Context: an optimization exercise on an open-source flow, tuned for small area, a short achievable clock period and few clock cycles. The choices shown serve that exercise and are no tape-out recipe. RTL that was checked went through simulation tests only; none was proved equivalent to the original. The clock port is modelled as an ideal driver, which makes a skipped or thinned clock tree look cheaper than it is; a real chip needs a root buffer or a tree. No activity file was given, so power comes from the tool's default toggle rates.

==> flow/design.v (excerpt) <==
module fact_machine_wrapper(
    input logic rst, go, clk,
    input logic [31:0] n,
    output logic [31:0] result,
    output logic done
    );
    logic        busy;        
    logic [5:0]  code;        
    logic [31:0] table_out;   
    logic t000, t001, t002, t003, t004, t005, t006, t007, t008, t009, t010, t011;
    logic t012, t013, t014, t015, t016, t017, t018, t019, t020, t021, t022, t023;
    logic t024, t025, t026, t027, t028, t029, t030, t031, t032, t033, t034, t035;
    logic t036, t037, t038, t039, t040, t041, t042, t043, t044, t045, t046, t047;
    logic t048, t049, t050, t051, t052, t053, t054, t055, t056, t057, t058, t059;
    logic t060, t061, t062, t063, t064, t065, t066, t067, t068, t069, t070, t071;
    logic t072, t073, t074, t075, t076, t077, t078, t079, t080, t081, t082, t083;
    logic t084, t085, t086, t087, t088, t089, t090, t091, t092, t093, t094, t095;
    logic t096, t097, t098, t099, t100, t101, t102, t103, t104, t105, t106, t107;
    logic t108, t109, t110, t111, t112, t113, t114, t115, t116, t117, t118, t119;
    logic t120, t121, t122, t123, t124, t125, t126, t127, t128, t129, t130, t131;
    logic t132, t133, t134, t135, t136, t137, t138, t139, t140, t141, t142, t143;
    logic t144, t145, t146, t147, t148, t149, t150, t151, t152, t153, t154, t155;
    logic t156, t157, t158, t159, t160, t161, t162, t163, t164, t165, t166, t167;
    logic t168, t169;
    assign t110 = code[2] & code[1];
    assign t111 = ~t110;
    assign t112 = ~code[0];
    assign t113 = ~code[3];
    assign t114 = ~code[5];
    assign t115 = code[4] & t114;
    assign t116 = t115 & t113;
    assign t117 = t116 & t112;
    assign t118 = t117 & t111;
    assign t119 = ~t118;
    assign t120 = code[2] & code[0];
    assign t121 = t120 & t116;
    assign t122 = ~t121;
    assign t123 = code[1] & t112;
    assign t124 = ~t123;
    assign t125 = ~code[4];
    assign t126 = t114 & code[3];
    assign t127 = t126 & code[2];
    assign t128 = t127 & t125;
    assign t129 = t128 & t124;
    assign t130 = ~t129;
    assign t131 = t130 & t122;
    assign t132 = ~t131;
    assign t133 = t116 & t110;
    assign t134 = ~t133;
    assign t135 = t126 & t120;
    assign t136 = ~t135;
  ...
Settings: LEC_CHECK=0, ABC_AREA=1, CAP_MARGIN=20, CORE_MARGIN=2, CORE_UTILIZATION=25, SETUP_SLACK_MARGIN=3.35, SLEW_MARGIN=20; clock period 5.0 ns.
standard.sh (not shown) runs the stock make flow with config.mk's settings and CLKGATE_MAP_FILE= SYNTH_SCRIPT=/design/flow/synth_recipe.tcl, a recipe that flattens the netlist after the stock synthesis.
==> flow/flow/run.sh <==
#!/bin/bash
# The standard layout (standard.sh), with these changes:
#  - each port's buffer is a plain buf_1;
#  - if flow/resyn.scr exists, the combinational logic of the standard
#    synthesis is re-synthesised with that ABC script (flow/resyn.tcl);
#    flip-flops are kept exactly as the standard synthesis made them;
#  - after CTS, the clock tree is replaced by three clock buffers on the
#    clock port, each driving a third of the registers (flow/onebuf.tcl), so
#    every register's clock passes through one buffer of the same kind.
# Each tool's output goes to a log of its own in this folder.
set -euo pipefail
W=$(pwd)
R=$W/orfs/results/sky130hd/fact_machine_wrapper/base
export BUFFER_PORTS_ARGS="-buffer_cell sky130_fd_sc_hd__buf_1"
if [[ -f $W/flow/resyn.scr ]]; then
  bash standard.sh $R/1_2_yosys.v > standard_synth.log 2>&1
  cp $R/1_2_yosys.v $W/standard_1_2_yosys.v
  YOSYS=${YOSYS_EXE:-$(dirname "$FLOW_HOME")/tools/install/yosys/bin/yosys}
  LIB=$FLOW_HOME/platforms/sky130hd/lib/sky130_fd_sc_hd__tt_025C_1v80.lib \
  IN=$W/standard_1_2_yosys.v OUT=$W/resyn.v TOP=$FLOW_TOP ABCSCRIPT=$W/flow/resyn.scr \
    $YOSYS -c $W/flow/resyn.tcl > resyn.log 2>&1
  cp $W/resyn.v $R/1_2_yosys.v
fi
bash standard.sh $R/4_cts.odb > standard_to_cts.log 2>&1
IN_ODB=$R/4_cts.odb OUT_ODB=$R/4_cts.odb CLK_NBUF=3 CLK_BUF=sky130_fd_sc_hd__clkbuf_8 CLK_PORT=clk \
PLATFORM_DIR=$FLOW_HOME/platforms/sky130hd \
  openroad -no_init -exit $W/flow/onebuf.tcl > onebuf.log 2>&1
bash standard.sh > standard.log 2>&1
Other scripts of this flow, unchanged in this note and not shown: flow/flow/onebuf.tcl, flow/flow/resyn.tcl
The baseline went through all stages and came out clean.
Change:
--- a/flow/config.mk
+++ b/flow/config.mk
@@ -12 +12 @@
-export SETUP_SLACK_MARGIN = 3.35
+export SETUP_SLACK_MARGIN = 3.25
What happened: Wire length decreases slightly. Power decreases slightly. Cell count decreases slightly. Synthesized cell count does not change. Global-route usage decreases by 0.15 points. Register-to-register slack degrades by 70 ps. Design area decreases by a few percent. Clock skew increases by 3.3 ps. First-iteration DRC count increases by roughly a tenth.
No run of this note included a check of the RTL's function; only the layout flow was run. No run of this note takes its clock network from TritonCTS; it comes from the design's own scripts or RTL.

========
Another version of the RTL of fact_machine_wrapper (not shown whole).
Size: ~68 I/O pins, ~0.0015 mm2 of cells after synthesis.
Design fact_machine_wrapper, start of the top module:
module fact_machine_wrapper(
    input logic rst, go, clk,
    input logic [31:0] n,
    output logic [31:0] result,
    output logic done
    );
==> flow/config.mk <==
export PLATFORM = sky130hd
export DESIGN_NAME = fact_machine_wrapper
export DESIGN_NICKNAME = fact_machine_wrapper
export VERILOG_FILES = /design/flow/design.v
export SDC_FILE = /design/flow/constraint.sdc
export NUM_CORES = 4
export LEC_CHECK = 0
export ABC_AREA = 1
export CAP_MARGIN = 20
export CORE_MARGIN = 2
export CORE_UTILIZATION = 25
export GPL_TIMING_DRIVEN = 1
export SETUP_SLACK_MARGIN = 3.25
export SLEW_MARGIN = 20
==> flow/constraint.sdc <==
create_clock -name core_clock -period 5.0 [get_ports {clk}]
set_input_delay 1.0000 -clock core_clock [delete_from_list [all_inputs] [get_ports {clk}]]
set_output_delay 1.0000 -clock core_clock [all_outputs]
set_load 0.01 [all_outputs]
==> flow/flow/run.sh <==
#!/bin/bash
# The standard layout (standard.sh), with these changes:
#  - each port's buffer is a plain buf_1;
#  - after the standard synthesis, flow/fastor.py rebuilds the wide OR of the
#    operand bits that feeds the code registers as a fast NOR2/NAND tree
#    (it checks the function by simulation and touches no register);
#  - after CTS, the clock tree is replaced by three clock buffers on the
#    clock port, each driving a third of the registers (flow/onebuf.tcl), so
#    every register's clock passes through one buffer of the same kind.
# Each tool's output goes to a log of its own in this folder.
set -euo pipefail
W=$(pwd)
R=$W/orfs/results/sky130hd/fact_machine_wrapper/base
LIB=$FLOW_HOME/platforms/sky130hd/lib/sky130_fd_sc_hd__tt_025C_1v80.lib
export BUFFER_PORTS_ARGS="-buffer_cell sky130_fd_sc_hd__buf_1"
bash standard.sh $R/1_2_yosys.v > standard_synth.log 2>&1
cp $R/1_2_yosys.v $W/standard_1_2_yosys.v
python3 $W/flow/fastor.py $LIB $W/standard_1_2_yosys.v $W/fastor.v > fastor.log 2>&1
cp $W/fastor.v $R/1_2_yosys.v
bash standard.sh $R/4_cts.odb > standard_to_cts.log 2>&1
IN_ODB=$R/4_cts.odb OUT_ODB=$R/4_cts.odb CLK_NBUF=3 CLK_BUF=sky130_fd_sc_hd__clkbuf_8 CLK_PORT=clk \
PLATFORM_DIR=$FLOW_HOME/platforms/sky130hd \
  openroad -no_init -exit $W/flow/onebuf.tcl > onebuf.log 2>&1
bash standard.sh > standard.log 2>&1
==> flow/flow/onebuf.tcl <==
# Replace the clock tree that CTS built by CLK_NBUF clock buffers (cell
# CLK_BUF) that the clock port drives, each driving an equal share of the
# registers, grouped by position. Every register's clock then passes through
# exactly one buffer of the same kind. CTS's dummy loads are removed.
read_db $::env(IN_ODB)
set block [ord::get_db_block]
set buf_master [[ord::get_db] findMaster $::env(CLK_BUF)]
set clk_net [$block findNet $::env(CLK_PORT)]
set root ""
foreach it [$clk_net getITerms] {
  if {[$it isInputSignal]} { set root [$it getInst] }
}
if {$root eq ""} { error "no buffer on the clock port" }
set root_out ""
foreach it [$root getITerms] { if {[$it isOutputSignal]} { set root_out [$it getNet] } }
# collect every clock buffer below the root, level by level
set todo [list $root_out]
set sinks {}
set dead_insts {}
set dead_nets {}
while {[llength $todo]} {
  set net [lindex $todo 0]; set todo [lrange $todo 1 end]
  foreach it [$net getITerms] {
    if {![$it isInputSignal]} continue
    set inst [$it getInst]
    set m [[$inst getMaster] getName]
    if {[string match "sky130_fd_sc_hd__clkbuf_*" $m] || [string match "sky130_fd_sc_hd__buf_*" $m]} {
      lappend dead_insts $inst
      foreach o [$inst getITerms] {
        if {![$o isOutputSignal]} continue
        set onet [$o getNet]
        if {$onet eq "NULL" || $onet eq ""} continue
        lappend todo $onet
        lappend dead_nets $onet
      }
    } elseif {[$it getMTerm] ne "" && [[$it getMTerm] getName] eq "CLK"} {
      lappend sinks $it
    } else {
      # a dummy load CTS added for balancing: its output drives nothing
      foreach o [$inst getITerms] {
        if {![$o isOutputSignal]} continue
        set onet [$o getNet]
        if {$onet eq "NULL" || $onet eq ""} continue
        if {[llength [$onet getITerms]] > 1 || [llength [$onet getBTerms]] > 0} { error "clock sink [$inst getName] drives logic" }
        lappend dead_nets $onet
      }
      lappend dead_insts $inst
    }
  }
}
puts "clock sinks: [llength $sinks], buffers removed: [llength $dead_insts]"
foreach it $sinks { $it disconnect }
foreach inst $dead_insts { odb::dbInst_destroy $inst }
foreach net $dead_nets { odb::dbNet_destroy $net }
odb::dbInst_destroy $root
odb::dbNet_destroy $root_out
# split the sinks into K groups of equal size by position (slices across the
# wider side of their bounding box), each driven by one buffer on the port
set K $::env(CLK_NBUF)
set pts {}
set x0 1e18; set x1 -1e18; set y0 1e18; set y1 -1e18
foreach it $sinks {
  set b [[$it getInst] getBBox]
  set x [expr {([$b xMin] + [$b xMax]) / 2}]; set y [expr {([$b yMin] + [$b yMax]) / 2}]
  lappend pts [list $it $x $y]
  set x0 [expr {min($x0, $x)}]; set x1 [expr {max($x1, $x)}]; set y0 [expr {min($y0, $y)}]; set y1 [expr {max($y1, $y)}]
}
set key [expr {($x1 - $x0) >= ($y1 - $y0) ? 1 : 2}]
set pts [lsort -integer -index $key $pts]
set n [llength $pts]
for {set g 0} {$g < $K} {incr g} {
  set lo [expr {$g * $n / $K}]; set hi [expr {($g + 1) * $n / $K - 1}]
  set grp [lrange $pts $lo $hi]
  set net [odb::dbNet_create $block "clknet_$g"]
  $net setSigType CLOCK
  set inst [odb::dbInst_create $block $buf_master "clkbuf_$g"]
  [$inst findITerm A] connect $clk_net
  [$inst findITerm X] connect $net
  [$inst findITerm VPWR] connect [$block findNet VDD]
  [$inst findITerm VGND] connect [$block findNet VSS]
  [$inst findITerm VPB] connect [$block findNet VDD]
  [$inst findITerm VNB] connect [$block findNet VSS]
  set xs 0; set ys 0
  foreach p $grp { [lindex $p 0] connect $net; set xs [expr {$xs + [lindex $p 1]}]; set ys [expr {$ys + [lindex $p 2]}] }
  set m [llength $grp]
  $inst setLocation [expr {$xs / $m}] [expr {$ys / $m}]
  $inst setPlacementStatus PLACED
  puts "clock buffer clkbuf_$g drives $m sinks"
}
source $::env(PLATFORM_DIR)/setRC.tcl
detailed_placement
check_placement -verbose
write_db $::env(OUT_ODB)
Other scripts of this flow, unchanged in this note and not shown: flow/flow/fastor.py
Testbench counts at the start, summed over its fixed seeds: cycles 960.
Change:
--- a/flow/flow/run.sh
+++ b/flow/flow/run.sh
@@ -21 +21 @@
-IN_ODB=$R/4_cts.odb OUT_ODB=$R/4_cts.odb CLK_NBUF=3 CLK_BUF=sky130_fd_sc_hd__clkbuf_8 CLK_PORT=clk \
+IN_ODB=$R/4_cts.odb OUT_ODB=$R/4_cts.odb CLK_NBUF=4 CLK_BUF=sky130_fd_sc_hd__clkbuf_8 CLK_PORT=clk \
GPL_TIMING_DRIVEN = not set   (was 1)
=>
- combinational power went up by about 1%
- wire length went up by about 0.7%
- final cell count went up by 0.60%
- via count went up by 0.89%
Change:
--- a/flow/flow/run.sh
+++ b/flow/flow/run.sh
@@ -21 +21 @@
-IN_ODB=$R/4_cts.odb OUT_ODB=$R/4_cts.odb CLK_NBUF=4 CLK_BUF=sky130_fd_sc_hd__clkbuf_8 CLK_PORT=clk \
+IN_ODB=$R/4_cts.odb OUT_ODB=$R/4_cts.odb CLK_NBUF=3 CLK_BUF=sky130_fd_sc_hd__clkbuf_8 CLK_PORT=clk \
CORE_UTILIZATION = 55   (was 25)
Effect: Setup slack degrades by 0.018 ns. Sequential share of layout area rises by 1.7 points. Routed wire length falls by 17%. Utilization rises by 37 points. Synthesized cell count does not change. Design area falls by about 4%. Clock power falls by about 13%. Global-route usage rises by 10 points. Total power falls by 4.5%. Register-to-register slack improves by 0.03 ns.
Change:
CORE_UTILIZATION = 40   (was 55)
SETUP_SLACK_MARGIN = 3.3   (was 3.25)
The new run ran to the end with no violations.
Die area is higher by a quarter to a third.
Power is higher slightly.
Routed wire length is higher by a little under a tenth.
Global-route usage shrinks by 5.7 points.
Sequential share of layout area shrinks by 0.38 points.
Utilization is lower by 18 points.
Flip-flop and latch count is unchanged.
Sequential power barely changes.
Setup slack improved by 0.032 ns.
Synthesized cell count is unchanged.
Maximum frequency is higher by a few percent.
Change:
CORE_UTILIZATION = 25   (was 40)
SETUP_SLACK_MARGIN = 3.1   (was 3.3)
Result: The changed run ran to the end with no violations; final area shrinks by about 0.8%; core utilization shrinks by 20 points; power hardly moves; wire length grows by about 10%.
Change:
SETUP_SLACK_MARGIN = 3.25   (was 3.1)
What happened: The new run passed the timing, DRC and antenna checks. Clock power hardly moves. Sequential share of layout area went down by 1.1 points. First-iteration DRC count went down by 10%. Sequential power is about the same.
No run of this note takes its clock network from TritonCTS; it comes from the design's own scripts or RTL.

[port drivers added, routing unchanged]
Ports are ideal in the flow. The routed layouts listed here were re-timed in OpenROAD.
Step 1 assumes that a clkbuf_16 drives the clock port and a buf_2 every other input.
Step 2 times the ports against the registers' clock, not the clock port: input delays grow and output delays shrink by t, the midpoint of the rising clock arrivals with the driver on.
a / b / c = ideal ports / drivers / drivers and shift; a / b = the first two.
run | t, ns | setup slack, ns | worst register clock-pin slew, ns | worst slew at a driven data input, ns
the first run of note 1 | 0.189 | 3.145 / 3.171 / 2.983 | 0.08 / 0.08 | 0.03
the second run of note 1 | 0.187 | 3.144 / 3.170 / 2.983 | 0.08 / 0.08 | 0.03
the first run of note 2 | 0.189 | 3.379 / 3.335 / 3.228 | 0.09 / 0.09 | 0.03
the second run of note 2 | 0.181 | 3.378 / 3.358 / 3.227 | 0.07 / 0.07 | 0.03
the third run of note 2 | 0.185 | 3.360 / 3.367 / 3.198 | 0.08 / 0.08 | 0.03
the fourth run of note 2 | 0.185 | 3.392 / 3.349 / 3.254 | 0.08 / 0.08 | 0.03
the fifth run of note 2 | 0.190 | 3.351 / 3.304 / 3.232 | 0.09 / 0.09 | 0.03
the sixth run of note 2 | 0.189 | 3.379 / 3.335 / 3.228 | 0.09 / 0.09 | 0.03
After both steps every run listed still meets setup and hold.
